This is an optimization exercise on Yosys and OpenROAD, whose aim is small area and a short achievable clock period, not a production implementation. At most, simulation tests tie the RTL to the original design; equivalence was not proved. Power and IR drop assume default switching activity.

==> module matriscarpici, before the edit <==
module matriscarpici #(parameter M=8)(
    input clk,
    input rst,
    input [M-1:0] matris_veri,
    input matris_gecerli,
    output reg [2*M+1:0] carpim_veri,
    output reg carpim_gecerli
    );
    reg [4:0] n;           
    reg [1:0] k;           
    reg [M-1:0] d_r;       
    reg [3:0] i_r;         
    reg t_r;               
    reg [M-1:0] s [0:7];   
    reg [2*M+1:0] f0, g0, f1, g1;  
    wire take = matris_gecerli && !n[4];
    wire shift_a = t_r && (!i_r[3] || i_r[0]);
    wire acc_en = t_r && i_r[3];
    wire first = (i_r[2:1] == 2'd0);
    wire [2*M+1:0] p0 = (first ? {(2*M+2){1'b0}} : f0) + s[0] * d_r;
    wire [2*M+1:0] p1 = (first ? {(2*M+2){1'b0}} : f1) + s[4] * d_r;
    integer j;
    always @(posedge clk) begin
        d_r <= matris_veri;
        i_r <= n[3:0];
        t_r <= take && !rst;
        if (shift_a) begin
            for (j = 0; j < 7; j = j + 1)
                s[j] <= s[j+1];
            s[7] <= d_r;
        end
        if (acc_en) begin
            f0 <= g0;
            g0 <= p0;
            f1 <= g1;
            g1 <= p1;
        end
        if (rst) begin
            n <= 0;
            k <= 0;
            carpim_veri <= 0;
            carpim_gecerli <= 0;
        end else if (n[4]) begin
            k <= k + 1;
            if (k == 2'd3)
                n <= 0;
            carpim_gecerli <= 1;
            carpim_veri <= k[1] ? (k[0] ? g1 : f1) : g0;
        end else begin
            if (take)
                n <= n + 1;
            carpim_veri <= 0;
            carpim_gecerli <= 0;
        end
    end
endmodule
make LEC_CHECK=0 CAP_MARGIN=20 CORE_MARGIN=2 CORE_UTILIZATION=40 SETUP_SLACK_MARGIN=5 SLEW_MARGIN=20 finish   # period 9.5 ns
run.sh (not shown) runs the stock make flow with config.mk's settings and CLKGATE_MAP_FILE= SYNTH_SCRIPT=/design/flow/synth_recipe.tcl, a recipe that flattens the netlist after the stock synthesis.
==> next run, changes <==
==> flow/design.v (replaced) <==
`timescale 1ns / 1ps
module matriscarpici #(parameter M=8)(
    input clk,
    input rst,
    input [M-1:0] matris_veri,
    input matris_gecerli,
    output reg [2*M+1:0] carpim_veri,
    output reg carpim_gecerli
    );
    reg [4:0] n;           
    reg [1:0] k;           
    reg [M-1:0] d_r;       
    reg [3:0] i_r;         
    reg t_r;               
    reg [M+3:0] p0l, p0h, p1l, p1h;  
    reg pv;                
    reg pf;                
    reg [M-1:0] s [0:7];   
    reg [2*M+1:0] f0, g0, f1, g1;  
    wire take = matris_gecerli && !n[4];
    wire shift_a = t_r && (!i_r[3] || i_r[0]);
    wire [2*M+1:0] sum0 = (pf ? {(2*M+2){1'b0}} : f0) + p0l + {p0h, 4'd0};
    wire [2*M+1:0] sum1 = (pf ? {(2*M+2){1'b0}} : f1) + p1l + {p1h, 4'd0};
    wire [2*M+1:0] g0_d = pv ? sum0 : g0;
    integer j;
    always @(posedge clk) begin
        d_r <= matris_veri;
        i_r <= n[3:0];
        t_r <= take && !rst;
        if (shift_a) begin
            for (j = 0; j < 7; j = j + 1)
                s[j] <= s[j+1];
            s[7] <= d_r;
        end
        p0l <= s[0] * d_r[3:0];
        p0h <= s[0] * d_r[7:4];
        p1l <= s[4] * d_r[3:0];
        p1h <= s[4] * d_r[7:4];
        pv <= t_r && i_r[3];
        pf <= (i_r[2:1] == 2'd0);
        if (pv) begin
            f0 <= g0;
            f1 <= g1;
            g1 <= sum1;
        end
        g0 <= g0_d;
        if (rst) begin
            n <= 0;
            k <= 0;
            carpim_veri <= 0;
            carpim_gecerli <= 0;
        end else if (n[4]) begin
            k <= k + 1;
            if (k == 2'd3)
                n <= 0;
            carpim_gecerli <= 1;
            carpim_veri <= k[1] ? (k[0] ? g1 : f1) : g0_d;
        end else begin
            if (take)
                n <= n + 1;
            carpim_veri <= 0;
            carpim_gecerli <= 0;
        end
    end
endmodule
=> Utilization shrinks by 1.6 points; final cell count grows by 12%; power grows by 18%; final area grows by 9.7%; worst setup slack gains 0.64 ns; die area grows by 13%; clock power grows by 40%; combinational power shrinks by 11%; synthesized area grows by 13%; sequential power grows by 34%; routed wire length grows by 0.73%; register-to-register slack gains 0.64 ns; global-route usage shrinks by 2.9 points; count of clock-buffer cells in the layout grows by 14.
Function was not checked in any run of this note: the RTL went through the layout flow alone.


build 87:
matriscarpici, a different RTL version from the one above (not shown whole).
For scale: ~230 flip-flops, about 30 I/O pins.
==> module matriscarpici, before the edit <==
module matriscarpici #(parameter M=8)(
    input clk,
    input rst,
    input [M-1:0] matris_veri,
    input matris_gecerli,
    output reg [2*M+1:0] carpim_veri,
    output reg carpim_gecerli
    );
    reg [4:0] n;           
    reg [1:0] k;           
    reg [M-1:0] d_r;       
    reg [M+1:0] t_r3;      
    reg t_r;               
    reg [M+3:0] p0l, p0h, p1l, p1h;  
    reg pv;                
    reg [M-1:0] s [0:7];   
    reg [2*M+1:0] f0, g0, f1, g1;  
    wire take = matris_gecerli && !n[4];
    wire a_r = t_r && (n[4:3] == 2'b00 || n == 5'd8);   
    wire b_r = t_r && !a_r;                              
    wire shift_a = a_r || (b_r && !n[0]);                
    wire clr = !n[4] && !n[3];
    wire [M+1:0] r0 [0:3];
    wire [M+1:0] r1 [0:3];
    genvar q;
    generate
        for (q = 0; q < 4; q = q + 1) begin : rows
            wire [1:0] a0 = s[0][2*q+1:2*q];
            wire [1:0] a1 = s[4][2*q+1:2*q];
            assign r0[q] = a0[1] ? (a0[0] ? t_r3 : {1'b0, d_r, 1'b0}) : (a0[0] ? {2'b00, d_r} : {(M+2){1'b0}});
            assign r1[q] = a1[1] ? (a1[0] ? t_r3 : {1'b0, d_r, 1'b0}) : (a1[0] ? {2'b00, d_r} : {(M+2){1'b0}});
        end
    endgenerate
    wire [2*M+1:0] sum0 = f0 + p0l + {p0h, 4'd0};
    wire [2*M+1:0] sum1 = f1 + p1l + {p1h, 4'd0};
    wire out_sum = !rst && n[4] && !k[1] && pv;
    wire [2*M+1:0] out_held = (rst || !n[4]) ? {(2*M+2){1'b0}} :
                              k[1] ? f1 : g0;
    integer j;
    always @(posedge clk) begin
        d_r <= matris_veri;
        t_r3 <= {2'b00, matris_veri} + {1'b0, matris_veri, 1'b0};
        t_r <= take && !rst;
        if (shift_a) begin
            for (j = 0; j < 7; j = j + 1)
                s[j] <= s[j+1];
            s[7] <= d_r;
        end
        p0l <= r0[0] + {r0[1], 2'b00};
        p0h <= r0[2] + {r0[3], 2'b00};
        p1l <= r1[0] + {r1[1], 2'b00};
        p1h <= r1[2] + {r1[3], 2'b00};
        pv <= b_r;
        if (clr || pv) begin
            f0 <= g0;
            f1 <= g1;
        end else if (n[4] && k == 2'd2) begin
            f1 <= g1;            
        end
        if (clr) begin
            g0 <= 0;
            g1 <= 0;
        end else if (pv) begin
            g0 <= sum0;
            g1 <= sum1;
        end
        carpim_veri <= out_sum ? sum0 : out_held;
        carpim_gecerli <= !rst && n[4];
        if (rst) begin
            n <= 0;
            k <= 0;
        end else if (n[4]) begin
            k <= k + 1;
            if (k == 2'd3)
                n <= 0;
        end else if (take) begin
            n <= n + 1;
        end
    end
endmodule
==> flow/config.mk <==
export PLATFORM = sky130hd
export DESIGN_NAME = matriscarpici
export DESIGN_NICKNAME = matriscarpici
export VERILOG_FILES = /design/flow/design.v
export SDC_FILE = /design/flow/constraint.sdc
export NUM_CORES = 4
export LEC_CHECK = 0
export ABC_AREA = 1
export CAP_MARGIN = 20
export CORE_MARGIN = 2
export CORE_UTILIZATION = 65
export CTS_CLUSTER_DIAMETER = 150
export CTS_CLUSTER_SIZE = 30
export SETUP_SLACK_MARGIN = 5
export SLEW_MARGIN = 20
==> flow/constraint.sdc <==
create_clock -name core_clock -period 9.5 [get_ports {clk}]
set_input_delay 1.9000 -clock core_clock [delete_from_list [all_inputs] [get_ports {clk}]]
set_output_delay 1.9000 -clock core_clock [all_outputs]
set_load 0.01 [all_outputs]
standard.sh (not shown) runs the stock make flow with config.mk's settings and CLKGATE_MAP_FILE= SYNTH_SCRIPT=/design/flow/synth_recipe.tcl, a recipe that flattens the netlist after the stock synthesis.
==> flow/flow/run.sh <==
#!/bin/bash
# Standard layout with extra ORFS make settings from flow/make_args.txt
# (repair-timing margin and similar); the full make output goes to standard.log.
args=$(cat flow/make_args.txt)
bash standard.sh $args finish > standard.log 2>&1
==> flow/flow/make_args.txt <==
SETUP_SLACK_MARGIN=6.5
For build 48, these inputs were changed with respect to build 87:
--- a/flow/design.v
+++ b/flow/design.v
@@ -10,11 +10,11 @@
     reg [4:0] n;           
     reg [1:0] k;           
     reg [M-1:0] d_r;       
     reg [M+1:0] t_r3;      
     reg t_r;               
-    reg [M+3:0] p0l, p0h, p1l, p1h;  
+    reg [2*M-1:0] p0, p1;  
     reg pv;                
     reg [M-1:0] s [0:7];   
     reg [2*M+1:0] f0, g0, f1, g1;  
     wire take = matris_gecerli && !n[4];
     wire a_r = t_r && (n[4:3] == 2'b00 || n == 5'd8);   
@@ -30,12 +30,12 @@
             wire [1:0] a1 = s[4][2*q+1:2*q];
             assign r0[q] = a0[1] ? (a0[0] ? t_r3 : {1'b0, d_r, 1'b0}) : (a0[0] ? {2'b00, d_r} : {(M+2){1'b0}});
             assign r1[q] = a1[1] ? (a1[0] ? t_r3 : {1'b0, d_r, 1'b0}) : (a1[0] ? {2'b00, d_r} : {(M+2){1'b0}});
         end
     endgenerate
-    wire [2*M+1:0] sum0 = f0 + p0l + {p0h, 4'd0};
-    wire [2*M+1:0] sum1 = f1 + p1l + {p1h, 4'd0};
+    wire [2*M+1:0] sum0 = f0 + p0;
+    wire [2*M+1:0] sum1 = f1 + p1;
     wire out_sum = !rst && n[4] && !k[1] && pv;
     wire [2*M+1:0] out_held = (rst || !n[4]) ? {(2*M+2){1'b0}} :
                               k[1] ? f1 : g0;
     integer j;
     always @(posedge clk) begin
@@ -45,14 +45,12 @@
         if (shift_a) begin
             for (j = 0; j < 7; j = j + 1)
                 s[j] <= s[j+1];
             s[7] <= d_r;
         end
-        p0l <= r0[0] + {r0[1], 2'b00};
-        p0h <= r0[2] + {r0[3], 2'b00};
-        p1l <= r1[0] + {r1[1], 2'b00};
-        p1h <= r1[2] + {r1[3], 2'b00};
+        p0 <= r0[0] + {r0[1], 2'b00} + {r0[2], 4'b0000} + {r0[3], 6'b000000};
+        p1 <= r1[0] + {r1[1], 2'b00} + {r1[2], 4'b0000} + {r1[3], 6'b000000};
         pv <= b_r;
         if (clr || pv) begin
             f0 <= g0;
             f1 <= g1;
         end else if (n[4] && k == 2'd2) begin
==> comparison <==
- Build 48 against build 87: net load switching power now sits higher; fraction of area in registers now sits lower; number of storage elements in the synthesis netlist now sits lower.
- Between build 48 and build 87, the clock-buffer cell count is higher for build 48.
- Build 87 has a lower switching portion of total power than build 48.
Function not checked in build 48: the RTL went through the layout flow alone.

re-timing with driven ports:
Ports are ideal in the flow. The routed layouts listed here were re-timed in OpenROAD.
Step 1 (the two cells are an assumption about what drives the block):
set clk [get_ports {clk}]
set_driving_cell -lib_cell sky130_fd_sc_hd__clkbuf_16 $clk
set_driving_cell -lib_cell sky130_fd_sc_hd__buf_2 [delete_from_list [all_inputs] $clk]
Step 2 also shifts input and output timing later by t, the mid clock arrival at the registers, as if the neighbouring blocks saw the same clock.
a / b / c = ideal ports / drivers / drivers and shift; a / b = the first two.
run | t (ns) | slack for setup (ns) | worst setup path at the end | pins driven straight from the clock port
the first run of note 1 | 0.490 | 5.069 / 5.069 / 5.069 | register to register | 1
the second run of note 1 | 0.576 | 5.705 / 5.705 / 5.705 | register to register | 1
build 87 | 0.514 | 6.527 / 6.482 / 6.038 | input to register | 1
build 48 | 0.511 | 6.246 / 6.246 / 6.061 | input to register | 1
After both steps setup and hold are still met in every run listed. The setup slack of build 87, which loses most, moves by -0.045 ns with the drivers and by -0.489 ns with both steps.
